Background: an optimization exercise with open tools, aiming at small area. Do not read the settings as production practice. Function was checked by simulation only, so behaviour that the tests miss may differ from the original. Power figures rest on the tool's default switching activity, not on a simulated workload.

## design/flow/design.v

```verilog
module CIC (
    input             clk,
    input             proc,     
    input             stst,     
    input             src,      
    input      [8:0]  rd,       
    input             mask,     
    output     [11:0] y         
);
  reg [35:0] W0, W1, W2, W3;
  reg        cy;
  wire [8:0] ad = src ? rd : W0[8:0];
  wire [8:0] bd = mask ? 9'd0 : W1[8:0];
  wire [8:0] diff;
  wire       co;
  rca #(9) sub (.a(ad), .b(~bd), .ci(stst | cy), .s(diff), .co(co));
  always @(posedge clk) begin
    W0 <= {proc ? diff     : W0[8:0], W0[35:9]};
    W1 <= {proc ? W2[8:0]  : W1[8:0], W1[35:9]};
    W2 <= {proc ? W3[8:0]  : W2[8:0], W2[35:9]};
    W3 <= {proc ? ad       : W3[8:0], W3[35:9]};
    cy <= co;
  end
  assign y = W0[35:24];
endmodule
module rca #(parameter W = 12) (
    input  [W-1:0] a,
    input  [W-1:0] b,
    input          ci,
    output [W-1:0] s,
    output         co
);
  wire [W:0] c;
  assign c[0] = ci;
  genvar i;
  generate
    for (i = 0; i < W; i = i + 1) begin : bit_
      assign s[i]   = a[i] ^ b[i] ^ c[i];
      assign c[i+1] = (a[i] & b[i]) | (c[i] & (a[i] ^ b[i]));
    end
  endgenerate
  assign co = c[W];
endmodule
module csa_digit #(parameter W = 12) (
    input  [W-1:0] p,
    input  [W-1:0] q,
    input  [W-1:0] r,
    input          ki,
    input          ci,
    output [W-1:0] s,
    output         ko,
    output         co
);
  wire [W-1:0] x = p ^ q ^ r;
  wire [W-1:0] k = (p & q) | (p & r) | (q & r);
  rca #(W) add (.a(x), .b({k[W-2:0], ki}), .ci(ci), .s(s), .co(co));
  assign ko = k[W-1];
endmodule
module fm_rx (
	input clk,
	input rst,
	input [9:0] adc_data,
	output [11:0] audio,
	output reg audio_valid
);
reg [6:0] cnt;        
reg [1:0] pc;         
wire started = (pc != 2'd0);    
wire first = ~started;
wire c99 = (cnt == 7'd99);
always @(posedge clk) begin
	if (rst) begin
		cnt <= 7'd0;
		pc <= 2'd0;
	end else begin
		cnt <= c99 ? 7'd0 : cnt + 7'd1;
		if (c99 && !pc[1]) pc <= pc + 2'd1;
	end
end
wire clr = rst | (first && cnt < 7'd2);    
reg [9:0] a1, a2, a3;
wire g1 = first && (cnt == 7'd4);
wire g2 = first && (cnt == 7'd5);
wire g3 = first && (cnt == 7'd6);
wire g4 = first && (cnt == 7'd7);
wire g5 = first && (cnt == 7'd8);
always @(posedge clk) begin
	a1 <= (rst || (first && cnt[6:1] == 6'd0)) ? 10'd0 : adc_data;
	a2 <= a1;
	a3 <= a2;
end
wire [1:0] p1 = cnt[1:0];
wire [1:0] p2 = cnt[1:0] - 2'd1;
wire [1:0] p3 = cnt[1:0] - 2'd2;
wire m1 = first && (cnt == 7'd3);    
wire m2 = g1;                        
wire        neg1 = p1[1] & ~m1;
wire [11:0] op1  = m1 ? 12'd0 : ({2'b0, a1} ^ {12{neg1}});
wire        f2   = ~p2[0];                        
wire [12:0] v2   = f2 ? {2'b0, a2, 1'b0} : {3'b0, a2};
wire        neg2 = ~p2[1] & ~m2;
wire [13:0] op2  = m2 ? 14'd0 : ({1'b0, v2} ^ {14{neg2}});
wire        isl3 = ~p3[0];
wire        neg3 = p3[1] & isl3;
wire [11:0] op3  = isl3 ? ({2'b0, a3} ^ {12{neg3}}) : 12'd0;
reg [32:0] X1, Y1;
reg [33:0] X2, Y2;
reg [35:0] X3, Y3, X4, Y4;
reg [2:0] c1r, c4r;               
reg [2:0] c2r, k2r, c3r, k3r;     
reg       s1a, s1b, s1c;          
reg [1:0] s2r;  reg s2b, s2c;     
reg       s3a, s3b, s3c;
wire z0 = clr || (cnt == 7'd98) || c99;
wire z1 = clr || c99 || (cnt == 7'd0);
wire z2 = clr || (cnt == 7'd0) || (cnt == 7'd1);
wire z3 = clr || (cnt == 7'd1) || (cnt == 7'd2);
wire [11:0] n1d0; wire [5:0] n1d1; wire [6:0] n1d2; wire [7:0] n1d3; wire [3:0] n1c;
rca #(12) s1_0 (.a(g1 ? {2'b0, a2} : Y1[11:0]), .b(op1),        .ci(neg1),   .s(n1d0), .co(n1c[0]));
rca #(6)  s1_1 (.a(X1[17:12]),                  .b({6{s1a}}),   .ci(c1r[0]), .s(n1d1), .co(n1c[1]));
rca #(7)  s1_2 (.a(Y1[24:18]),                  .b({7{s1b}}),   .ci(c1r[1]), .s(n1d2), .co(n1c[2]));
rca #(8)  s1_3 (.a(X1[32:25]),                  .b({8{s1c}}),   .ci(c1r[2]), .s(n1d3), .co(n1c[3]));
wire [11:0] n2d0; wire [5:0] n2d1; wire [6:0] n2d2; wire [8:0] n2d3; wire [3:0] n2c, n2k;
csa_digit #(12) s2_0 (.p(g2 ? ~{2'b0, a3} : Y2[11:0]), .q({X1[10:0], 1'b0}), .r(op2[11:0]),         .ki(neg2),   .ci(g2),     .s(n2d0), .ko(n2k[0]), .co(n2c[0]));
csa_digit #(6)  s2_1 (.p(X2[17:12] | {6{g3}}),         .q(Y1[16:11]),        .r({{4{s2r[1]}}, s2r}), .ki(k2r[0]), .ci(c2r[0]), .s(n2d1), .ko(n2k[1]), .co(n2c[1]));
csa_digit #(7)  s2_2 (.p(Y2[24:18] | {7{g4}}),         .q(X1[23:17]),        .r({7{s2b}}),           .ki(k2r[1]), .ci(c2r[1]), .s(n2d2), .ko(n2k[2]), .co(n2c[2]));
csa_digit #(9)  s2_3 (.p(X2[33:25] | {9{g5}}),         .q(Y1[32:24]),        .r({9{s2c}}),           .ki(k2r[2]), .ci(c2r[2]), .s(n2d3), .ko(n2k[3]), .co(n2c[3]));
wire [11:0] n3d0; wire [5:0] n3d1; wire [8:0] n3d2, n3d3; wire [3:0] n3c, n3k;
csa_digit #(12) s3_0 (.p(Y3[11:0]),  .q({X2[9:0], 2'b00}), .r(op3),        .ki(neg3),   .ci(1'b0),   .s(n3d0), .ko(n3k[0]), .co(n3c[0]));
csa_digit #(6)  s3_1 (.p(X3[17:12]), .q(Y2[15:10]),        .r({6{s3a}}),   .ki(k3r[0]), .ci(c3r[0]), .s(n3d1), .ko(n3k[1]), .co(n3c[1]));
csa_digit #(9)  s3_2 (.p(Y3[26:18]), .q(X2[24:16]),        .r({9{s3b}}),   .ki(k3r[1]), .ci(c3r[1]), .s(n3d2), .ko(n3k[2]), .co(n3c[2]));
csa_digit #(9)  s3_3 (.p(X3[35:27]), .q(Y2[33:25]),        .r({9{s3c}}),   .ki(k3r[2]), .ci(c3r[2]), .s(n3d3), .ko(n3k[3]), .co(n3c[3]));
wire [8:0] n4d0, n4d1, n4d2, n4d3; wire [3:0] n4c;
rca #(9) s4_0 (.a(z0 ? 9'd0 : Y4[8:0]),   .b(X3[8:0]),   .ci(1'b0),   .s(n4d0), .co(n4c[0]));
rca #(9) s4_1 (.a(z1 ? 9'd0 : X4[17:9]),  .b(Y3[17:9]),  .ci(c4r[0]), .s(n4d1), .co(n4c[1]));
rca #(9) s4_2 (.a(z2 ? 9'd0 : Y4[26:18]), .b(X3[26:18]), .ci(c4r[1]), .s(n4d2), .co(n4c[2]));
rca #(9) s4_3 (.a(z3 ? 9'd0 : X4[35:27]), .b(Y3[35:27]), .ci(c4r[2]), .s(n4d3), .co(n4c[3]));
always @(posedge clk) begin
	if (clr) begin
		X1[11:0] <= 12'd0;  Y1[17:12] <= 6'd0;  X1[24:18] <= 7'd0;  Y1[32:25] <= 8'd0;
		X2[11:0] <= 12'd0;  Y2[17:12] <= 6'd0;  X2[24:18] <= 7'd0;  Y2[33:25] <= 9'd0;
		X3[11:0] <= 12'd0;  Y3[17:12] <= 6'd0;  X3[26:18] <= 9'd0;  Y3[35:27] <= 9'd0;
		c1r <= 3'd0; c2r <= 3'd0; k2r <= 3'd0; c3r <= 3'd0; k3r <= 3'd0; c4r <= 3'd0;
		s1a <= 1'b0; s1b <= 1'b0; s1c <= 1'b0;
		s2r <= 2'd0; s2b <= 1'b0; s2c <= 1'b0;
		s3a <= 1'b0; s3b <= 1'b0; s3c <= 1'b0;
	end else begin
		X1[11:0] <= n1d0;  Y1[17:12] <= n1d1;  X1[24:18] <= n1d2;  Y1[32:25] <= n1d3;
		X2[11:0] <= n2d0;  Y2[17:12] <= n2d1;  X2[24:18] <= n2d2;  Y2[33:25] <= n2d3;
		X3[11:0] <= n3d0;  Y3[17:12] <= n3d1;  X3[26:18] <= n3d2;  Y3[35:27] <= n3d3;
		c1r <= n1c[2:0];
		c2r <= n2c[2:0];  k2r <= n2k[2:0];
		c3r <= n3c[2:0];  k3r <= n3k[2:0];
		c4r <= n4c[2:0];
		s1a <= op1[11];    s1b <= s1a;     s1c <= s1b;
		s2r <= op2[13:12]; s2b <= s2r[1];  s2c <= s2b;
		s3a <= op3[11];    s3b <= s3a;     s3c <= s3b;
	end
	X4[8:0] <= n4d0;  Y4[17:9] <= n4d1;  X4[26:18] <= n4d2;  Y4[35:27] <= n4d3;
	Y1[11:0] <= X1[11:0];  X1[17:12] <= Y1[17:12];  Y1[24:18] <= X1[24:18];  X1[32:25] <= Y1[32:25];
	Y2[11:0] <= X2[11:0];  X2[17:12] <= Y2[17:12];  Y2[24:18] <= X2[24:18];  X2[33:25] <= Y2[33:25];
	Y3[11:0] <= X3[11:0];  X3[17:12] <= Y3[17:12];  Y3[26:18] <= X3[26:18];  X3[35:27] <= Y3[35:27];
	Y4[8:0] <= X4[8:0];    X4[17:9] <= Y4[17:9];    Y4[26:18] <= X4[26:18];  X4[35:27] <= Y4[35:27];
end
wire proc = (cnt >= 7'd98) || (cnt <= 7'd9);
wire stst = (cnt == 7'd98) || (cnt == 7'd2) || (cnt == 7'd6);
wire src  = (cnt >= 7'd98) || (cnt <= 7'd1);
wire [1:0] dsel = cnt[1:0];    
wire [8:0] rdI = (dsel == 2'd2) ? X4[8:0] : (dsel == 2'd3) ? Y4[17:9] : (dsel == 2'd0) ? X4[26:18] : Y4[35:27];
wire [8:0] rdQ = (dsel == 2'd2) ? Y4[8:0] : (dsel == 2'd3) ? X4[17:9] : (dsel == 2'd0) ? Y4[26:18] : X4[35:27];
wire cmask = (pc == 2'd0) || (pc == 2'd1 && cnt < 7'd50);
wire [11:0] Id, Qd;
CIC comb_I (.clk(clk), .proc(proc), .stst(stst), .src(src), .rd(rdI), .mask(cmask), .y(Id));
CIC comb_Q (.clk(clk), .proc(proc), .stst(stst), .src(src), .rd(rdQ), .mask(cmask), .y(Qd));
reg signed [11:0] Ip, Qp;
reg [14:0] R;
reg e10, e11;
wire mstep = (cnt[1:0] == 2'd2) && (cnt >= 7'd10) && (cnt <= 7'd54);
wire last = (cnt == 7'd54);
wire pm = ~pc[1];
wire [14:0] u = {{3{Qd[11]}}, Qd} & {15{Ip[0] & ~pm}};
wire [14:0] v = {{3{Id[11]}}, Id} & {15{Qp[0] & ~pm}};
wire [14:0] rsum = ((cnt == 7'd10) ? 15'd0 : R) + (u ^ {15{last}}) + (v ^ {15{~last}}) + 15'd1;
always @(posedge clk) begin
	if (mstep) begin
		R <= {rsum[14], rsum[14:1]};
		if (cnt == 7'd50) e10 <= rsum[0];
		if (last) e11 <= rsum[0];
	end
end
always @(posedge clk) begin
	if (mstep) begin
		Ip <= {Ip[0], Ip[11:1]};
		Qp <= {Qp[0], Qp[11:1]};
	end else if (cnt == 7'd58) begin
		Ip <= Id;
		Qp <= Qd;
	end
end
reg [71:0] FR;
wire [11:0] Xn = {R[9:0], e11, e10};
wire fsh = (cnt >= 7'd98) || (cnt <= 7'd1) || first;
wire [2:0] xd = first ? 3'd0 : (dsel == 2'd2) ? Xn[2:0] : (dsel == 2'd3) ? Xn[5:3] : (dsel == 2'd0) ? Xn[8:6] : Xn[11:9];
always @(posedge clk)
	FR <= {fsh ? xd : FR[2:0], FR[71:3]};
always @(posedge clk) begin
	if (rst)
		audio_valid <= 1'b0;
	else
		audio_valid <= started && (cnt == 7'd1);
end
assign audio = FR[11:0];
endmodule
```

## design/flow/constraint.sdc

```tcl
create_clock -name core_clock -period 7.0 [get_ports {clk}]
set_input_delay 1.4000 -clock core_clock [delete_from_list [all_inputs] [get_ports {clk}]]
set_output_delay 1.4000 -clock core_clock [all_outputs]
set_load 0.01 [all_outputs]
```

## design/flow/config.mk

```make
export PLATFORM = sky130hd
export DESIGN_NAME = fm_rx
export DESIGN_NICKNAME = fm_rx
export VERILOG_FILES = /design/flow/design.v
export SDC_FILE = /design/flow/constraint.sdc
export NUM_CORES = 4
export LEC_CHECK = 0
export CAP_MARGIN = 20
export CORE_MARGIN = 2
export CORE_UTILIZATION = 40
export CTS_BUF_LIST = sky130_fd_sc_hd__clkbuf_16
export CTS_CLUSTER_DIAMETER = 130
export CTS_CLUSTER_SIZE = 28
export SLEW_MARGIN = 20
export SYNTH_MEMORY_MAX_BITS = 16384
```

## design/flow/run.sh

```bash
#!/bin/bash
# synth_recipe.tcl (not shown) runs the flow's synth.tcl, then flattens the netlist and writes it again
# the make line also repeats each setting of config.mk as NAME=value (left out here)
make -C /OpenROAD-flow-scripts/flow DESIGN_CONFIG=/design/flow/config.mk WORK_HOME=/design/flow/orfs CLKGATE_MAP_FILE= SYNTH_SCRIPT=/design/flow/synth_recipe.tcl finish
```

==> results_dict.tcl, run 1 <==
set metrics [dict create \
    finalMaxSlewViolations 0 \
    antenna_found_initial 0 \
    gp_congestion 0.767 \
    ant_nets 0 \
    rrSetupSlack_ns 0.35 \
    grt_use_total_pct 13.6 \
    boundaryPins 25 \
    fin_crit_ns 6.65 \
    start_util_pct 40.3 \
    synth_area_sq_um 26900 \
    r2r-start "cnt[2]" \
    setup_viol 0 \
    ys.flop_type "dfxtp_1" \
    min_to "FR[68]" \
    cts_inserted_buffers 31 \
    cp.required_ns 7.58 \
    slew_headroom_pct 32.7 \
    nFillCells 6164 \
    switching_share_pct 23.2 \
    tightestPinTransition_ns 1.01 \
    p_sw_uw 1660 \
    synth_async_sr_flop_share_pct 0 \
    post_drt_via_cell_ratio 4.41 \
    insertedDiodeCount 0 \
    hold_violations 0 \
    pwr-share-clk_pct 29.3 \
    synth_cell_types 65 \
    fin_crit_sh_pct 95.0 \
    route.detailed.drc 0 \
    dr.pass1.iters 5 \
    irDropWorstVdd_v 0.000195 \
    power.density_nw_per_um2 248 \
    cpPeakStageDelay_ns 0.47 \
    cp_common_cell "fa_1" \
    worstHoldStart "FR[71]" \
    fmax_mhz 150 \
    endpoint_kind "flop" \
    wirelength_microns 44900 \
    path_clk_slew_ns 0.11 \
    hold_class "reg2reg" \
    critical_path_arrival_ns 7.24 \
    p_leak_uw 0.0124 \
    insertion_delay_ns 0.65 \
    dp.final_hpwl_microns 32700 \
    largest_reg_flops 72 \
    slowest_stage "fa_1" \
    clock_sink_count 747 \
    num-nets-final 2405 \
    min_path_cells 0 \
    crit_type "reg2reg" \
    cts_hold_buffers 0 \
    avgSynthCellArea_sq_um 12.6 \
    grt_overflow 0 \
    crit_path_max_fanout 5 \
    path_delay_family "adder cells" \
    synth_warnings 2 \
    die_height_microns 263 \
    htree_levels 1 \
    totalPowerFinal_uw 7150 \
    grt_pass1_wl_microns 76800 \
    ys_ff_latch 747 \
    cp_num_cells 21 \
    status "complete, no violations" \
    p_comb_share_pct 7.2 \
    p_seq_share_pct 63.4 \
    vias 13300 \
    skew_ns 0.0425 \
    drt_iter0_drc 664 \
    tritoncts "built" \
    cts.path.max_buffers 3 \
    power.internal_uw 5490 \
    worstSetupStartpointType "flop" \
    dp_cells 2973 \
    rows 95 \
    crit_buf_inv 4 \
    synth-edff-count 40 \
    path_cells "or3_1, nor2_4, nand3_1, nand2_1, inv_1, fa_1, fa_1, fa_1, fa_1, fa_1, fa_2, fa_2, fa_2, fa_1, inv_1, fa_1, inv_1, fa_1, inv_1, fa_1, nor2_1" \
    grt_start_max_net_pins 73 \
    cts_root_buf "clkbuf_16" \
    final_cells 3018 \
    netlist_instances 2133 \
    yosysSeqAreaShare_pct 57.1 \
    core_area_sq_um 66800 \
    max-cap-violations 0 \
    grt_pass1_vias 14400 \
    die_x_microns 263 \
    port_buffers 24 \
    reg2reg_to "X1[11]" \
    reg2reg_depth 21 \
    drive_above_1_share_pct 8.21 \
    area_delta_synth_final_pct 7.32 \
    die_area_sq_um 69300 \
    rsz0062_at_grt "no" \
    wl_per_cell_microns 14.9 \
    regMostFlops "FR" \
    syn-num-nets 2402 \
]
==> power groups by stage <==
stage / clock network, uW / logic, uW / registers (uW)
after global placement: 0 / 509 / 4630
after CTS: 2180 / 531 / 4540
after global routing: 2320 / 608 / 4560
after floorplan: 0 / 393 / 4590
final: 2100 / 518 / 4530
after detailed placement: 0 / 518 / 4630
==> through the flow <==
step / hold WS, ns / worst slack [ns] / utilization [%] / setup TNS, ns / cell area [sq um]
5_1_grt: 0.311 / 0.00507 / 43.2 / 0 / 28900
4_1_cts: 0.290 / 0.100 / 43.1 / 0 / 28800
6_report: 0.306 / 0.347 / 43.2 / 0 / 28900
2_1_floorplan: 0.310 / -0.00275 / - / -0.00275 / 26900
3_3_place_gp: 0.310 / 0.174 / 41.9 / 0 / 28000
3_5_place_dp: 0.312 / 0.131 / 41.9 / 0 / 28000
==> cells in the mapped netlist, types with 17 or more instances <==
library cell | count | share of area [%]
fa_1 | 230 | 17
nand2_1 | 268 | 3.7
mux2_2 | 52 | 2.2
o21ai_0 | 43 | 0.80
ha_1 | 27 | 1.3
clkbuf_1 | 23 | 0.32
buf_2 | 29 | 0.54
mux2i_1 | 42 | 1.6
buf_4 | 17 | 0.47
and2_1 | 175 | 4.1
inv_1 | 150 | 2.1
edfxtp_1 | 40 | 4.5
a21oi_1 | 21 | 0.39
nor2_1 | 110 | 1.5
xnor2_1 | 42 | 1.4
xor2_1 | 30 | 0.98
dfxtp_1 | 707 | 53
==> layout by cell type, fill, tap and decap left out, types with 2 or more instances in the layout <==
master and instances:
inv_1 158, a21boi_0 2, nand2b_1 5, nor2_1 110, nand3_1 5, edfxtp_1 40, a211oi_2 3, or4_4 2
nand2_1 268, mux2_4 10, and3_1 5, o21ai_2 5, mux2_2 52, a31oi_1 4, a21oi_4 2, clkdlybuf4s50_1 24
o31ai_1 2, ha_1 26, xnor2_1 42, clkbuf_16 31, or3_1 5, a21oi_1 21, a21oi_2 2, dfxtp_1 706
xnor2_2 10, nor4_4 2, fa_1 222, nor2b_1 5, fa_2 8, nor3_1 5, and2_1 175, o21ai_0 43
buf_4 30, xor2_1 30, inv_16 3, mux2i_1 42, a21o_1 7
==> repair_timing <==
item                       4_1_cts  5_1_grt
resized for setup                0        3
buffers inserted                 0        3
setup endpoints to repair        0        3
==> metal layers <==
| layer | routed length [microns] | global-route usage (%) | up-vias | part of all wire (%) |
|---|---|---|---|---|
| met5 | 0 | 0 | - | 0 |
| met4 | 929 | 3.26 | 0 | 2.1 |
| met3 | 1070 | 1.50 | 61 | 2.4 |
| met2 | 20600 | 22.0 | 118 | 46 |
| met1 | 22300 | 19.5 | 6588 | 50 |
| li1 | - | - | 6557 | - |
==> worst max-delay path by stage <==
stage	from	endpoint
global route	cnt[2]	X1[11]
CTS	cnt[5]	X1[11]
floorplan	cnt[0]	X3[11]
detailed placement	cnt[5]	X1[11]
finish	cnt[2]	X1[11]
global placement	cnt[5]	X1[11]
==> final cells by class <==
cell class              count  area [sq um]  share of cell area [%]
clock buffers              31           776                    2.69
clock inverters            11          90.1                   0.312
inverters                 152           576                    1.99
multi-input cells        1150         10500                    36.4
flip-flops and latches    747         15400                    53.2
well taps                 873          1090                    3.79
repair buffers             54           465                    1.61
==> kinds of logic (layout without fill, tap and decap cells) <==
| group | after synthesis | in the layout | synth area share [%] |
|---|---|---|---|
| simple gates | 598 | 598 | 10.6 |
| mux | 104 | 104 | 4.30 |
| fa+ha+maj | 257 | 257 | 18.4 |
| flops | 747 | 747 | 57.1 |
| buf+inv | 236 | 248 | 4.07 |
| xor+xnor | 82 | 82 | 2.95 |
| compound gates | 109 | 109 | 2.63 |
==> run 2, diff against run 1 <==
--- a/design/flow/design.v
+++ b/design/flow/design.v
@@ -109,7 +109,7 @@
 reg [2:0] c1r, c4r;               
 reg [2:0] c2r, k2r, c3r, k3r;     
 reg       s1a, s1b, s1c;          
-reg [1:0] s2r;  reg s2b, s2c;     
+reg [3:0] s2r;  reg s2b, s2c;     
 reg       s3a, s3b, s3c;
 wire z0 = clr || (cnt == 7'd98) || c99;
 wire z1 = clr || c99 || (cnt == 7'd0);
@@ -120,14 +120,14 @@
 rca #(6)  s1_1 (.a(X1[17:12]),                  .b({6{s1a}}),   .ci(c1r[0]), .s(n1d1), .co(n1c[1]));
 rca #(7)  s1_2 (.a(Y1[24:18]),                  .b({7{s1b}}),   .ci(c1r[1]), .s(n1d2), .co(n1c[2]));
 rca #(8)  s1_3 (.a(X1[32:25]),                  .b({8{s1c}}),   .ci(c1r[2]), .s(n1d3), .co(n1c[3]));
-wire [11:0] n2d0; wire [5:0] n2d1; wire [6:0] n2d2; wire [8:0] n2d3; wire [3:0] n2c, n2k;
-csa_digit #(12) s2_0 (.p(g2 ? ~{2'b0, a3} : Y2[11:0]), .q({X1[10:0], 1'b0}), .r(op2[11:0]),         .ki(neg2),   .ci(g2),     .s(n2d0), .ko(n2k[0]), .co(n2c[0]));
-csa_digit #(6)  s2_1 (.p(X2[17:12] | {6{g3}}),         .q(Y1[16:11]),        .r({{4{s2r[1]}}, s2r}), .ki(k2r[0]), .ci(c2r[0]), .s(n2d1), .ko(n2k[1]), .co(n2c[1]));
+wire [9:0] n2d0; wire [7:0] n2d1; wire [6:0] n2d2; wire [8:0] n2d3; wire [3:0] n2c, n2k;
+csa_digit #(10) s2_0 (.p(g2 ? ~a3 : Y2[9:0]),         .q({X1[8:0], 1'b0}),  .r(op2[9:0]),         .ki(neg2),   .ci(g2),     .s(n2d0), .ko(n2k[0]), .co(n2c[0]));
+csa_digit #(8)  s2_1 (.p(X2[17:10] | {8{g3}}),         .q(Y1[16:9]),         .r({{4{s2r[3]}}, s2r}), .ki(k2r[0]), .ci(c2r[0]), .s(n2d1), .ko(n2k[1]), .co(n2c[1]));
 csa_digit #(7)  s2_2 (.p(Y2[24:18] | {7{g4}}),         .q(X1[23:17]),        .r({7{s2b}}),           .ki(k2r[1]), .ci(c2r[1]), .s(n2d2), .ko(n2k[2]), .co(n2c[2]));
 csa_digit #(9)  s2_3 (.p(X2[33:25] | {9{g5}}),         .q(Y1[32:24]),        .r({9{s2c}}),           .ki(k2r[2]), .ci(c2r[2]), .s(n2d3), .ko(n2k[3]), .co(n2c[3]));
-wire [11:0] n3d0; wire [5:0] n3d1; wire [8:0] n3d2, n3d3; wire [3:0] n3c, n3k;
-csa_digit #(12) s3_0 (.p(Y3[11:0]),  .q({X2[9:0], 2'b00}), .r(op3),        .ki(neg3),   .ci(1'b0),   .s(n3d0), .ko(n3k[0]), .co(n3c[0]));
-csa_digit #(6)  s3_1 (.p(X3[17:12]), .q(Y2[15:10]),        .r({6{s3a}}),   .ki(k3r[0]), .ci(c3r[0]), .s(n3d1), .ko(n3k[1]), .co(n3c[1]));
+wire [9:0] n3d0; wire [7:0] n3d1; wire [8:0] n3d2, n3d3; wire [3:0] n3c, n3k;
+csa_digit #(10) s3_0 (.p(Y3[9:0]),   .q({X2[7:0], 2'b00}), .r(op3[9:0]),        .ki(neg3),   .ci(1'b0),   .s(n3d0), .ko(n3k[0]), .co(n3c[0]));
+csa_digit #(8)  s3_1 (.p(X3[17:10]), .q(Y2[15:8]),         .r({8{s3a}}),   .ki(k3r[0]), .ci(c3r[0]), .s(n3d1), .ko(n3k[1]), .co(n3c[1]));
 csa_digit #(9)  s3_2 (.p(Y3[26:18]), .q(X2[24:16]),        .r({9{s3b}}),   .ki(k3r[1]), .ci(c3r[1]), .s(n3d2), .ko(n3k[2]), .co(n3c[2]));
 csa_digit #(9)  s3_3 (.p(X3[35:27]), .q(Y2[33:25]),        .r({9{s3c}}),   .ki(k3r[2]), .ci(c3r[2]), .s(n3d3), .ko(n3k[3]), .co(n3c[3]));
 wire [8:0] n4d0, n4d1, n4d2, n4d3; wire [3:0] n4c;
@@ -138,28 +138,28 @@
 always @(posedge clk) begin
 	if (clr) begin
 		X1[11:0] <= 12'd0;  Y1[17:12] <= 6'd0;  X1[24:18] <= 7'd0;  Y1[32:25] <= 8'd0;
-		X2[11:0] <= 12'd0;  Y2[17:12] <= 6'd0;  X2[24:18] <= 7'd0;  Y2[33:25] <= 9'd0;
-		X3[11:0] <= 12'd0;  Y3[17:12] <= 6'd0;  X3[26:18] <= 9'd0;  Y3[35:27] <= 9'd0;
+		X2[9:0] <= 10'd0;   Y2[17:10] <= 8'd0;  X2[24:18] <= 7'd0;  Y2[33:25] <= 9'd0;
+		X3[9:0] <= 10'd0;   Y3[17:10] <= 8'd0;  X3[26:18] <= 9'd0;  Y3[35:27] <= 9'd0;
 		c1r <= 3'd0; c2r <= 3'd0; k2r <= 3'd0; c3r <= 3'd0; k3r <= 3'd0; c4r <= 3'd0;
 		s1a <= 1'b0; s1b <= 1'b0; s1c <= 1'b0;
-		s2r <= 2'd0; s2b <= 1'b0; s2c <= 1'b0;
+		s2r <= 4'd0; s2b <= 1'b0; s2c <= 1'b0;
 		s3a <= 1'b0; s3b <= 1'b0; s3c <= 1'b0;
 	end else begin
 		X1[11:0] <= n1d0;  Y1[17:12] <= n1d1;  X1[24:18] <= n1d2;  Y1[32:25] <= n1d3;
-		X2[11:0] <= n2d0;  Y2[17:12] <= n2d1;  X2[24:18] <= n2d2;  Y2[33:25] <= n2d3;
-		X3[11:0] <= n3d0;  Y3[17:12] <= n3d1;  X3[26:18] <= n3d2;  Y3[35:27] <= n3d3;
+		X2[9:0] <= n2d0;   Y2[17:10] <= n2d1;  X2[24:18] <= n2d2;  Y2[33:25] <= n2d3;
+		X3[9:0] <= n3d0;   Y3[17:10] <= n3d1;  X3[26:18] <= n3d2;  Y3[35:27] <= n3d3;
 		c1r <= n1c[2:0];
 		c2r <= n2c[2:0];  k2r <= n2k[2:0];
 		c3r <= n3c[2:0];  k3r <= n3k[2:0];
 		c4r <= n4c[2:0];
 		s1a <= op1[11];    s1b <= s1a;     s1c <= s1b;
-		s2r <= op2[13:12]; s2b <= s2r[1];  s2c <= s2b;
+		s2r <= op2[13:10]; s2b <= s2r[3];  s2c <= s2b;
 		s3a <= op3[11];    s3b <= s3a;     s3c <= s3b;
 	end
 	X4[8:0] <= n4d0;  Y4[17:9] <= n4d1;  X4[26:18] <= n4d2;  Y4[35:27] <= n4d3;
 	Y1[11:0] <= X1[11:0];  X1[17:12] <= Y1[17:12];  Y1[24:18] <= X1[24:18];  X1[32:25] <= Y1[32:25];
-	Y2[11:0] <= X2[11:0];  X2[17:12] <= Y2[17:12];  Y2[24:18] <= X2[24:18];  X2[33:25] <= Y2[33:25];
-	Y3[11:0] <= X3[11:0];  X3[17:12] <= Y3[17:12];  Y3[26:18] <= X3[26:18];  X3[35:27] <= Y3[35:27];
+	Y2[9:0] <= X2[9:0];    X2[17:10] <= Y2[17:10];  Y2[24:18] <= X2[24:18];  X2[33:25] <= Y2[33:25];
+	Y3[9:0] <= X3[9:0];    X3[17:10] <= Y3[17:10];  Y3[26:18] <= X3[26:18];  X3[35:27] <= Y3[35:27];
 	Y4[8:0] <= X4[8:0];    X4[17:9] <= Y4[17:9];    Y4[26:18] <= X4[26:18];  X4[35:27] <= Y4[35:27];
 end
 wire proc = (cnt >= 7'd98) || (cnt <= 7'd9);
--- a/design/flow/config.mk
+++ b/design/flow/config.mk
@@ -11,5 +11,6 @@
 export CTS_BUF_LIST = sky130_fd_sc_hd__clkbuf_16
 export CTS_CLUSTER_DIAMETER = 130
 export CTS_CLUSTER_SIZE = 28
+export GPL_TIMING_DRIVEN = 0
 export SLEW_MARGIN = 20
 export SYNTH_MEMORY_MAX_BITS = 16384
==> run 2 against run 1 <==
Combinational power shrank 7.7%. Non-clock buffer count grew 60. Routed wire length grew 6.7%. Largest cell class unchanged. Sequential power is essentially flat. Global-route usage grew 0.58 points. Die area shrank 0.59%. Highest routed layer is now met5. Critical path type unchanged. Synthesized cell count grew 0.38%. Flip-flop and latch count grew 1.
==> results_dict.tcl, run 2 <==
set metrics [dict create \
    finalMaxSlewViolations 0 \
    p_sw_uw 1600 \
    synth_warnings 2 \
    synthTopCellsByCount "dfxtp_1, nand2_1, fa_1" \
    ys.flop_type "dfxtp_1" \
    gp_congestion 0.834 \
    ant_nets 0 \
    insertedDiodeCount 0 \
    largest_reg_flops 72 \
    avgSynthCellArea_sq_um 12.5 \
    cp_common_cell "fa_1" \
    holdWs_ns 0.329 \
    p_leak_uw 0.0125 \
    yosysTopAreaCellShare_pct 53.0 \
    antenna_found_initial 3 \
    pwr-share-clk_pct 28.9 \
    mostFrequentLayoutCells "dfxtp_1, nand2_1, fa_1" \
    slowest_stage "fa_1" \
    route.detailed.drc 0 \
    fin_crit_ns 6.74 \
    cts.path.max_buffers 3 \
    fin_crit_sh_pct 96.3 \
    irDropWorstVdd_v 0.000147 \
    synth_area_sq_um 26700 \
    start_util_pct 40.5 \
    regMostFlops "FR" \
    status "complete, no violations" \
    startpoint "cnt[5]" \
    boundaryPins 25 \
    grt_use_total_pct 14.1 \
    final_area_sq_um 29000 \
    synth_most_common_cell "dfxtp_1" \
    cpPeakStageDelay_ns 0.48 \
    totalPowerFinal_uw 7000 \
    yosys.area.top_type "dfxtp_1" \
    area_delta_synth_final_pct 8.50 \
    path_clk_slew_ns 0.11 \
    grt_pass1_wl_microns 77800 \
    cts_inserted_buffers 30 \
    fmax_mhz 148 \
    synth_cell_types 58 \
    fin_util_pct 44.0 \
    cts_hold_buffers 0 \
    tightestPinTransition_ns 1.04 \
    hold_violations 0 \
    path_cells "buf_6, nor4_4, and2_1, buf_4, and3_2, buf_4, nor2_1, ha_1, fa_1, inv_1, fa_1, inv_1, fa_1, fa_1, fa_1, fa_1, fa_1, fa_1, fa_1, fa_1, and2_1" \
    drt_iter0_drc 804 \
    nFillCells 6079 \
    placed_area_sq_um 28000 \
    drive_above_1_share_pct 7.57 \
    p_comb_share_pct 6.8 \
    grt_start_max_net_pins 30 \
    num-nets-final 2465 \
    die_height_microns 262 \
    power.density_nw_per_um2 241 \
    tritoncts "built" \
    max-cap-violations 0 \
    dp.final_hpwl_microns 36600 \
    layout_commonest_cell "dfxtp_1" \
    hold_class "reg2reg" \
    slew_headroom_pct 30.5 \
    switching_share_pct 22.8 \
    grt_overflow 0 \
    cp.required_ns 7.53 \
    endpoint_kind "flop" \
    dr.pass1.iters 5 \
    yosysSeqAreaShare_pct 57.5 \
    critical_path_arrival_ns 7.27 \
    netlist_instances 2141 \
    ys_ff_latch 748 \
    finalSetupTns_ns 0 \
    path_delay_family "adder cells" \
    post_drt_via_cell_ratio 4.41 \
    grt_pass1_vias 14100 \
    die_area_sq_um 68900 \
    p_seq_share_pct 64.2 \
    vias 13500 \
    crit_buf_inv 5 \
    rsz0062_at_grt "no" \
    syn-num-nets 2409 \
    core_area_sq_um 66000 \
    crit_type "reg2reg" \
    setup_viol 0 \
    htree_levels 1 \
    rrSetupSlack_ns 0.26 \
    worstHoldStart "comb_Q.W1[22]" \
    synth-edff-count 40 \
    synth_async_sr_flop_share_pct 0 \
    die_x_microns 262 \
    rows 94 \
    skew_ns 0.0204 \
    cts_root_buf "clkbuf_16" \
    clock_sink_count 748 \
    ys_top_cells_by_area "dfxtp_1, fa_1, edfxtp_1, nand2_1, and2_1" \
    wl_per_cell_microns 15.6 \
    worstSetupStartpointType "flop" \
    crit_path_max_fanout 10 \
    power.internal_uw 5400 \
    port_buffers 23 \
    r2r-start "cnt[5]" \
    wirelength_microns 47900 \
    insertion_delay_ns 0.63 \
]
==> run 2: cell count changes after synthesis, sizes merged, moves of 4 or more <==
cell	before	now
nand2	270	263
nor2	111	130
clkbuf	23	29
and2	176	157
mux2	62	44
a21oi	25	50
a21boi	4	0
or3	5	1
nand2b	5	1
and3	5	23
==> run 2: layout make-up <==
| type | instances | area [sq um] | share of cell area (%) |
|---|---|---|---|
| inverter | 153 | 582 | 2.01 |
| multi-input combinational | 1150 | 10300 | 35.4 |
| clock inverter | 10 | 55.1 | 0.190 |
| clock buffer | 30 | 751 | 2.59 |
| sequential | 748 | 15400 | 53.0 |
| tap | 864 | 1080 | 3.73 |
| buffer | 88 | 643 | 2.22 |
| timing repair buffer | 26 | 253 | 0.872 |
==> run 2: power by group through the flow <==
| stage | clock [uW] | sequential, uW | combinational (uW) |
|---|---|---|---|
| floorplan | 0 | 4570 | 353 |
| global placement | 0 | 4590 | 464 |
| detailed placement | 0 | 4600 | 477 |
| CTS | 2100 | 4500 | 485 |
| global route | 2240 | 4520 | 553 |
| finish | 2030 | 4500 | 478 |
==> run 2: path summary, 6_finish.rpt <==
check,to,depth (start not counted)
max,X2[9],21
min,comb_Q.W1[13],0
max reg2reg,X2[9],21
min reg2reg,comb_Q.W1[13],0
==> run 2: repair_timing <==
action | 4_1_cts | 5_1_grt
cloned | 0 | 0
setup endpoints to repair | 14 | 6
resized for setup | 25 | 22
setup buffers | 1 | 2
pin swaps | 1 | 1
==> run 2: cells by family (layout without fill, tap and decap cells) <==
group / after synthesis / count (layout) / share of synthesized area [%]
compound gates: 124 / 124 / 2.75
xor+xnor: 85 / 85 / 2.79
fa+ha+maj: 256 / 256 / 18.4
buf+inv: 243 / 307 / 4.40
flops: 748 / 748 / 57.5
mux: 83 / 83 / 3.54
simple gates: 602 / 602 / 10.6
==> run 2: worst register-to-register path, cell delays in order (launching register included) <==
cell	delay, ns
dfxtp_1	0.32
buf_6	0.13
nor4_4	0.37
and2_1	0.19
buf_4	0.19
and3_2	0.27
buf_4	0.20
nor2_1	0.08
ha_1	0.31
fa_1	0.40
inv_1	0.10
fa_1	0.18
inv_1	0.06
fa_1	0.44
fa_1	0.47
fa_1	0.46
fa_1	0.46
fa_1	0.46
fa_1	0.46
fa_1	0.47
fa_1	0.48
and2_1	0.14
==> run 2: stage by stage <==
| stage | std cells | setup slack (ns) |
|---|---|---|
| floorplan | 2141 | 0.00218 |
| global placement | 3028 | -0.886 |
| detailed placement | 3028 | -0.914 |
| CTS | 3067 | 0.0165 |
| global route | 3069 | 0.0179 |
| finish | 3069 | 0.260 |
==> run 2: routing by layer <==
| layer | up-vias | GRT usage (%) | part of all wire (%) |
|---|---|---|---|
| met5 | - | 0 | 0.027 |
| met3 | 74 | 2.04 | 3.8 |
| li1 | 6702 | - | - |
| met2 | 165 | 23.0 | 46 |
| met1 | 6587 | 19.9 | 48 |
| met4 | 2 | 3.51 | 2.6 |
==> run 3, diff against run 2 <==
--- a/design/flow/config.mk
+++ b/design/flow/config.mk
@@ -11,6 +11,5 @@
 export CTS_BUF_LIST = sky130_fd_sc_hd__clkbuf_16
 export CTS_CLUSTER_DIAMETER = 130
 export CTS_CLUSTER_SIZE = 28
-export GPL_TIMING_DRIVEN = 0
 export SLEW_MARGIN = 20
 export SYNTH_MEMORY_MAX_BITS = 16384
==> run 3 against run 2 <==
Hold slack got worse by 0.0087 ns. Still clean. Clock power barely moved. Critical path depth fell by 1.
==> results_dict.tcl, run 3 <==
set metrics [dict create \
    worstHoldStart "FR[35]" \
    fin_crit_ns 6.63 \
    rsz0062_at_grt "no" \
    p_sw_uw 1580 \
    power.density_nw_per_um2 245 \
    synth_warnings 2 \
    fmax_mhz 151 \
    final_cells 3011 \
    drt_iter0_drc 604 \
    tritoncts "built" \
    cts_hold_buffers 0 \
    insertedDiodeCount 0 \
    regMostFlops "FR" \
    synth_cell_types 58 \
    largest_reg_flops 72 \
    core_area_sq_um 66000 \
    hold_violations 0 \
    ant_nets 0 \
    avgSynthCellArea_sq_um 12.5 \
    clock_sink_count 748 \
    crit_path_max_fanout 3 \
    start_util_pct 40.5 \
    die_height_microns 262 \
    ys_ff_latch 748 \
    rows 94 \
    drive_above_1_share_pct 5.87 \
    synth_area_sq_um 26700 \
    r2r-start "cnt[3]" \
    finalMaxSlewViolations 0 \
    gp_congestion 0.818 \
    rrSetupSlack_ns 0.37 \
    dp_cells 2972 \
    cp_common_cell "fa_1" \
    num-nets-final 2409 \
    critical_path_arrival_ns 7.19 \
    min_to "FR[32]" \
    endpoint_kind "flop" \
    irDropWorstVdd_v 0.000201 \
    crit_type "reg2reg" \
    tightestPinTransition_ns 0.885 \
    max-cap-violations 0 \
    nFillCells 6110 \
    p_seq_share_pct 64.4 \
    route.detailed.drc 0 \
    p_comb_share_pct 6.3 \
    reg2reg_to "X1[11]" \
    synthTopCellsByCount "dfxtp_1, nand2_1, fa_1" \
    cts.path.max_buffers 3 \
    switching_share_pct 22.6 \
    worstSetupStartpointType "flop" \
    ys_top_cells_by_area "dfxtp_1, fa_1, edfxtp_1, nand2_1, and2_1" \
    fin_crit_sh_pct 94.7 \
    path_clk_slew_ns 0.11 \
    layout_commonest_cell "dfxtp_1" \
    netlist_instances 2141 \
    die_x_microns 262 \
    reg2reg_depth 20 \
    grt_use_total_pct 13.4 \
    setup_viol 0 \
    wl_per_cell_microns 15.2 \
    pwr-share-clk_pct 29.3 \
    mostFrequentLayoutCells "dfxtp_1, nand2_1, fa_1" \
    dp.final_hpwl_microns 33000 \
    htree_levels 1 \
    path_cells "nor4_4, nand2_2, o21ai_2, inv_1, fa_1, fa_2, fa_1, fa_1, fa_1, fa_1, fa_1, fa_1, fa_1, inv_1, fa_1, inv_1, fa_1, inv_1, fa_1, nor2_1" \
    cpPeakStageDelay_ns 0.47 \
    yosysTopAreaCellShare_pct 53.0 \
    grt_overflow 0 \
    dr.pass1.iters 5 \
    synth-edff-count 40 \
    boundaryPins 25 \
    ys.flop_type "dfxtp_1" \
    area_delta_synth_final_pct 6.78 \
    finalSetupTns_ns 0 \
    power.internal_uw 5410 \
    hold_class "reg2reg" \
    grt_pass1_wl_microns 74800 \
    grt_pass1_vias 13800 \
    skew_ns 0.0221 \
    syn-num-nets 2409 \
    vias 13300 \
    cts_inserted_buffers 30 \
    synth_most_common_cell "dfxtp_1" \
    die_area_sq_um 68900 \
    grt_start_max_net_pins 76 \
    post_drt_via_cell_ratio 4.41 \
    port_buffers 24 \
    min_path_cells 0 \
    antenna_found_initial 0 \
    cts_root_buf "clkbuf_16" \
    status "complete, no violations" \
    slowest_stage "fa_1" \
    yosys.area.top_type "dfxtp_1" \
    cp.required_ns 7.57 \
    synth_async_sr_flop_share_pct 0 \
    wirelength_microns 45700 \
    insertion_delay_ns 0.62 \
    p_leak_uw 0.0123 \
    yosysSeqAreaShare_pct 57.5 \
    slew_headroom_pct 40.4 \
]
## run 3: changes by cell type in the layout (fill, tap and decap cells not counted), moves of 5 or more
cell	previous run	this run
buf_2	7	0
buf_4	29	34
buf_6	24	0
clkbuf_1	26	0
fa_1	223	229
fa_2	7	1
## run 3: final cells by class
cell class / count / area, sq um / share of cell area, %
Sequential cell: 748 / 15400 / 53.9
Multi-Input combinational cell: 1150 / 10200 / 35.8
Tap cell: 864 / 1080 / 3.79
Clock buffer: 31 / 776 / 2.72
Inverter: 153 / 577 / 2.02
Timing Repair Buffer: 58 / 495 / 1.74
Clock inverter: 7 / 31.3 / 0.110
## run 3: power groups by stage
stage / Clock (uW) / Combinational, uW / Sequential (uW)
3_3_place_gp: 0 / 438 / 4600
6_report: 2050 / 443 / 4500
3_5_place_dp: 0 / 452 / 4600
2_1_floorplan: 0 / 353 / 4570
4_1_cts: 2130 / 454 / 4510
5_1_grt: 2280 / 522 / 4520
## run 3: how the worst max path moves through the flow
stage | start | endpoint | slack (ns) | cells after the start
global route | cnt[3] | X1[11] | 0.05 | 21
floorplan | cnt[0] | X1[11] | 0.002 | 26
global placement | cnt[5] | X1[11] | 0.32 | 20
finish | cnt[3] | X1[11] | 0.37 | 20
CTS | cnt[5] | X1[11] | 0.15 | 20
detailed placement | cnt[5] | X1[11] | 0.22 | 20
## run 3: cell families after synthesis
kind of cell    count (synthesis)  synth area share, %
flops                         748                 57.5
mux                            83                 3.54
simple gates                  602                 10.6
buf+inv                       243                 4.40
xor+xnor                       85                 2.79
fa+ha+maj                     256                 18.4
compound gates                124                 2.75
## run 3: metal layers
layer  vias up  global-route usage, %  share of wire [%]
met5         -                      0                  0
met4         0                   3.22                2.4
met3        57                   1.73                2.6
met2       124                   21.9                 46
met1      6533                   19.0                 49
li1       6576                      -                  -
## run 3: worst max-delay path, delay by kind of cell, from the launching register on
kind / cells / cell delay, ns
fa+ha+maj: 12 / 5.05
simple gates: 3 / 0.63
buf+inv: 4 / 0.35
flops: 1 / 0.35
compound gates: 1 / 0.17
## run 3: stage by stage
| stage | worst slack (ns) | hold WS, ns | utilization, % | power (uW) | area (sq um) |
|---|---|---|---|---|---|
| global route | 0.0522 | 0.333 | 43.3 | 7320 | 28500 |
| floorplan | 0.00218 | 0.310 | - | 4920 | 26700 |
| global placement | 0.321 | 0.310 | 42.0 | 5040 | 27700 |
| CTS | 0.152 | 0.325 | 43.2 | 7090 | 28500 |
| detailed placement | 0.215 | 0.312 | 42.0 | 5050 | 27700 |
| finish | 0.374 | 0.321 | 43.3 | 6990 | 28500 |
## run 3: timing repair
| item | 4_1_cts | 5_1_grt |
|---|---|---|
| gates resized for setup | 0 | 4 |
| endpoints found under the setup margin | 0 | 1 |
| buffers inserted | 0 | 1 |
==> run 4, diff against run 3 <==
--- a/design/flow/config.mk
+++ b/design/flow/config.mk
@@ -10,6 +10,6 @@
 export CORE_UTILIZATION = 40
 export CTS_BUF_LIST = sky130_fd_sc_hd__clkbuf_16
 export CTS_CLUSTER_DIAMETER = 130
-export CTS_CLUSTER_SIZE = 28
+export CTS_CLUSTER_SIZE = 30
 export SLEW_MARGIN = 20
 export SYNTH_MEMORY_MAX_BITS = 16384
==> run 4 against run 3 <==
Still clean. Critical path depth unchanged. Utilization down 0.078 points. Via count up 0.24%. Worst setup slack worse by 0.0027 ns. First-iteration DRC count up 2.8%. Routed wire length about the same. Synthesized area unchanged. Sequential power about the same. Combinational power about the same. Critical endpoint unchanged. Largest cell class unchanged.
==> results_dict.tcl, run 4 <==
set metrics [dict create \
    status "complete, no violations" \
    p_leak_uw 0.0123 \
    critical_path_arrival_ns 7.18 \
    grt_pass1_wl_microns 74700 \
    die_height_microns 262 \
    startpoint "cnt[3]" \
    netlist_instances 2141 \
    irDropWorstVdd_v 0.000163 \
    largest_reg_flops 72 \
    num-nets-final 2407 \
    cts_root_buf "clkbuf_16" \
    fmax_mhz 151 \
    synth_warnings 2 \
    gp_congestion 0.818 \
    cp.required_ns 7.55 \
    synth_area_sq_um 26700 \
    post_drt_via_cell_ratio 4.43 \
    grt_overflow 0 \
    ys_top_cells_by_area "dfxtp_1, fa_1, edfxtp_1, nand2_1, and2_1" \
    synthTopCellsByCount "dfxtp_1, nand2_1, fa_1" \
    core_area_sq_um 66000 \
    finalMaxSlewViolations 0 \
    fin_crit_sh_pct 94.7 \
    cts_hold_buffers 0 \
    p_sw_uw 1570 \
    port_buffers 24 \
    dp.final_hpwl_microns 33000 \
    synth-compound-area-share_pct 2.75 \
    regMostFlops "FR" \
    fin_crit_ns 6.63 \
    p_comb_share_pct 6.4 \
    ys_ff_latch 748 \
    syn-num-nets 2409 \
    pwr-share-clk_pct 28.6 \
    p_seq_share_pct 65.0 \
    route.detailed.drc 0 \
    die_x_microns 262 \
    cts.path.max_buffers 3 \
    worstSetupStartpointType "flop" \
    boundaryPins 25 \
    synth-edff-count 40 \
    rsz0062_at_grt "no" \
    die_area_sq_um 68900 \
    yosys.area.top_type "dfxtp_1" \
    placed_area_sq_um 27700 \
    synth_async_sr_flop_share_pct 0 \
    power.density_nw_per_um2 243 \
    ys.flop_type "dfxtp_1" \
    tritoncts "built" \
    path_clk_slew_ns 0.11 \
    synth-simple-area-share_pct 10.6 \
    hold_violations 0 \
    final_area_sq_um 28500 \
    area_delta_synth_final_pct 6.59 \
    slew_headroom_pct 39.0 \
    grt_start_max_net_pins 76 \
    worstHoldStart "FR[35]" \
    synth_most_common_cell "dfxtp_1" \
    switching_share_pct 22.6 \
    antenna_found_initial 0 \
    synth_xor_area_share_pct 2.79 \
    endpoint_kind "flop" \
    grt_pass1_vias 13800 \
    max-cap-violations 0 \
    drive_above_1_share_pct 5.73 \
    insertedDiodeCount 0 \
    dr.pass1.iters 5 \
    yosysTopAreaCellShare_pct 53.0 \
    grt_use_total_pct 13.4 \
    power.internal_uw 5360 \
    setup_viol 0 \
    crit_type "reg2reg" \
    clock_sink_count 748 \
    synth_top_family_by_area "adder cells" \
    crit_path_max_fanout 3 \
    r2r-start "cnt[3]" \
    htree_levels 1 \
    synth_fa_ha_area_share_pct 18.4 \
    rows 94 \
    layout_commonest_cell "dfxtp_1" \
    cts_inserted_buffers 28 \
    mostFrequentLayoutCells "dfxtp_1, nand2_1, fa_1" \
    insertion_delay_ns 0.62 \
    yosysSeqAreaShare_pct 57.5 \
    synthMuxAreaShare_pct 3.54 \
    wl_per_cell_microns 15.2 \
    start_util_pct 40.5 \
    tightestPinTransition_ns 0.906 \
    synth_cell_types 58 \
    hold_class "reg2reg" \
    avgSynthCellArea_sq_um 12.5 \
    nFillCells 6111 \
    vias 13300 \
    wirelength_microns 45600 \
    drt_iter0_drc 621 \
    finalSetupTns_ns 0 \
    ant_nets 0 \
    skew_ns 0.0197 \
]
## run 4: logic make-up (layout without fill, tap and decap cells)
logic type,after synthesis,count (layout)
multiplexers,83,83
AO/OA/AOI/OAI,124,124
flip-flops,748,748
XOR/XNOR,85,85
adder cells (fa/ha/maj),256,256
buffers and inverters,243,248
AND/OR/NAND/NOR,602,602
## run 4: routing by layer
layer,vias up,wire [microns],part of all wire [%],global-route usage (%)
met4,0,862,1.9,2.76
met3,52,1350,3.0,1.79
li1,6571,-,-,-
met1,6554,22200,49,19.0
met5,-,0,0,0
met2,145,21300,47,22.1
## run 4: worst paths after layout
kind                                to  cells after the start  slack, ns
worst min register to register  FR[32]                      0       0.33
worst max-delay path            X1[11]                     20       0.37
worst max register to register  X1[11]                     20       0.37
worst min-delay path            FR[32]                      0       0.33
## run 4: what timing repair did
item / 4_1_cts / 5_1_grt
resized for setup: 0 / 4
setup buffers: 0 / 1
endpoints found under the setup margin: 0 / 1
## run 4: power by group through the flow
stage / combinational (uW) / sequential [uW] / clock (uW)
floorplan: 353 / 4570 / 0
global placement: 438 / 4600 / 0
detailed placement: 452 / 4600 / 0
CTS: 453 / 4510 / 2060
global route: 521 / 4520 / 2210
finish: 442 / 4500 / 1980
## run 4: cell type report
class / instances / area, sq um / area share (%)
flip-flops and latches: 748 / 15400 / 54.0
multi-input cells: 1150 / 10200 / 35.8
well taps: 864 / 1080 / 3.79
clock buffers: 29 / 726 / 2.55
inverters: 153 / 577 / 2.02
repair buffers: 58 / 495 / 1.74
clock inverters: 8 / 30.0 / 0.105
## run 4: through the flow
| stage | setup slack, ns | util, % | hold slack, ns | power [uW] | cells |
|---|---|---|---|---|---|
| global route | 0.0427 | 43.2 | 0.341 | 7250 | 3010 |
| finish | 0.371 | 43.2 | 0.329 | 6930 | 3010 |
| detailed placement | 0.215 | 42.0 | 0.312 | 5050 | 2972 |
| global placement | 0.321 | 42.0 | 0.310 | 5040 | 2972 |
| CTS | 0.154 | 43.2 | 0.332 | 7020 | 3009 |
| floorplan | 0.00218 | - | 0.310 | 4920 | 2141 |
## run 4: worst max-delay path, stage by stage (launching register included)
cell and delay [ns]:
dfxtp_1 0.35, nor4_4 0.40, nand2_2 0.13, o21ai_2 0.17
inv_1 0.12, fa_1 0.47, fa_2 0.42, fa_1 0.45
fa_1 0.47, fa_1 0.47, fa_1 0.46, fa_1 0.46
fa_1 0.46, fa_1 0.43, inv_1 0.09, fa_1 0.18
inv_1 0.06, fa_1 0.38, inv_1 0.08, fa_1 0.41
nor2_1 0.10

[separate check: timing with driven ports]
No port has a modelled driver above. Below, the same layouts with a new extraction and two added sets of constraints. Step 1 (the two cells are an assumption about what drives the block):
set clk [get_ports {clk}]
set_driving_cell -lib_cell sky130_fd_sc_hd__clkbuf_16 $clk
set_driving_cell -lib_cell sky130_fd_sc_hd__buf_2 [delete_from_list [all_inputs] $clk]
Step 2 moves the port delays by t, midway between the first and last clock arrival at a register: inputs arrive t later, outputs are due t later. That takes back most of the time a late clock gives input paths. Slacks: no drivers / after step 1 / after step 2; pairs: no drivers / after step 1.
run	shift t [ns]	setup WS [ns]	hold WS [ns]	slew at the worst register clock pin (ns)	worst slew at a driven data input, ns
run 1	0.684	0.347 / 0.347 / 0.347	0.306 / 0.306 / 0.306	0.11 / 0.11	0.04
run 2	0.681	0.260 / 0.260 / 0.260	0.329 / 0.329 / 0.329	0.11 / 0.11	0.08
run 3	0.673	0.374 / 0.374 / 0.374	0.321 / 0.321 / 0.321	0.12 / 0.12	0.05
run 4	0.670	0.371 / 0.371 / 0.371	0.329 / 0.329 / 0.329	0.12 / 0.12	0.05
After both steps setup and hold are still met in every run listed.
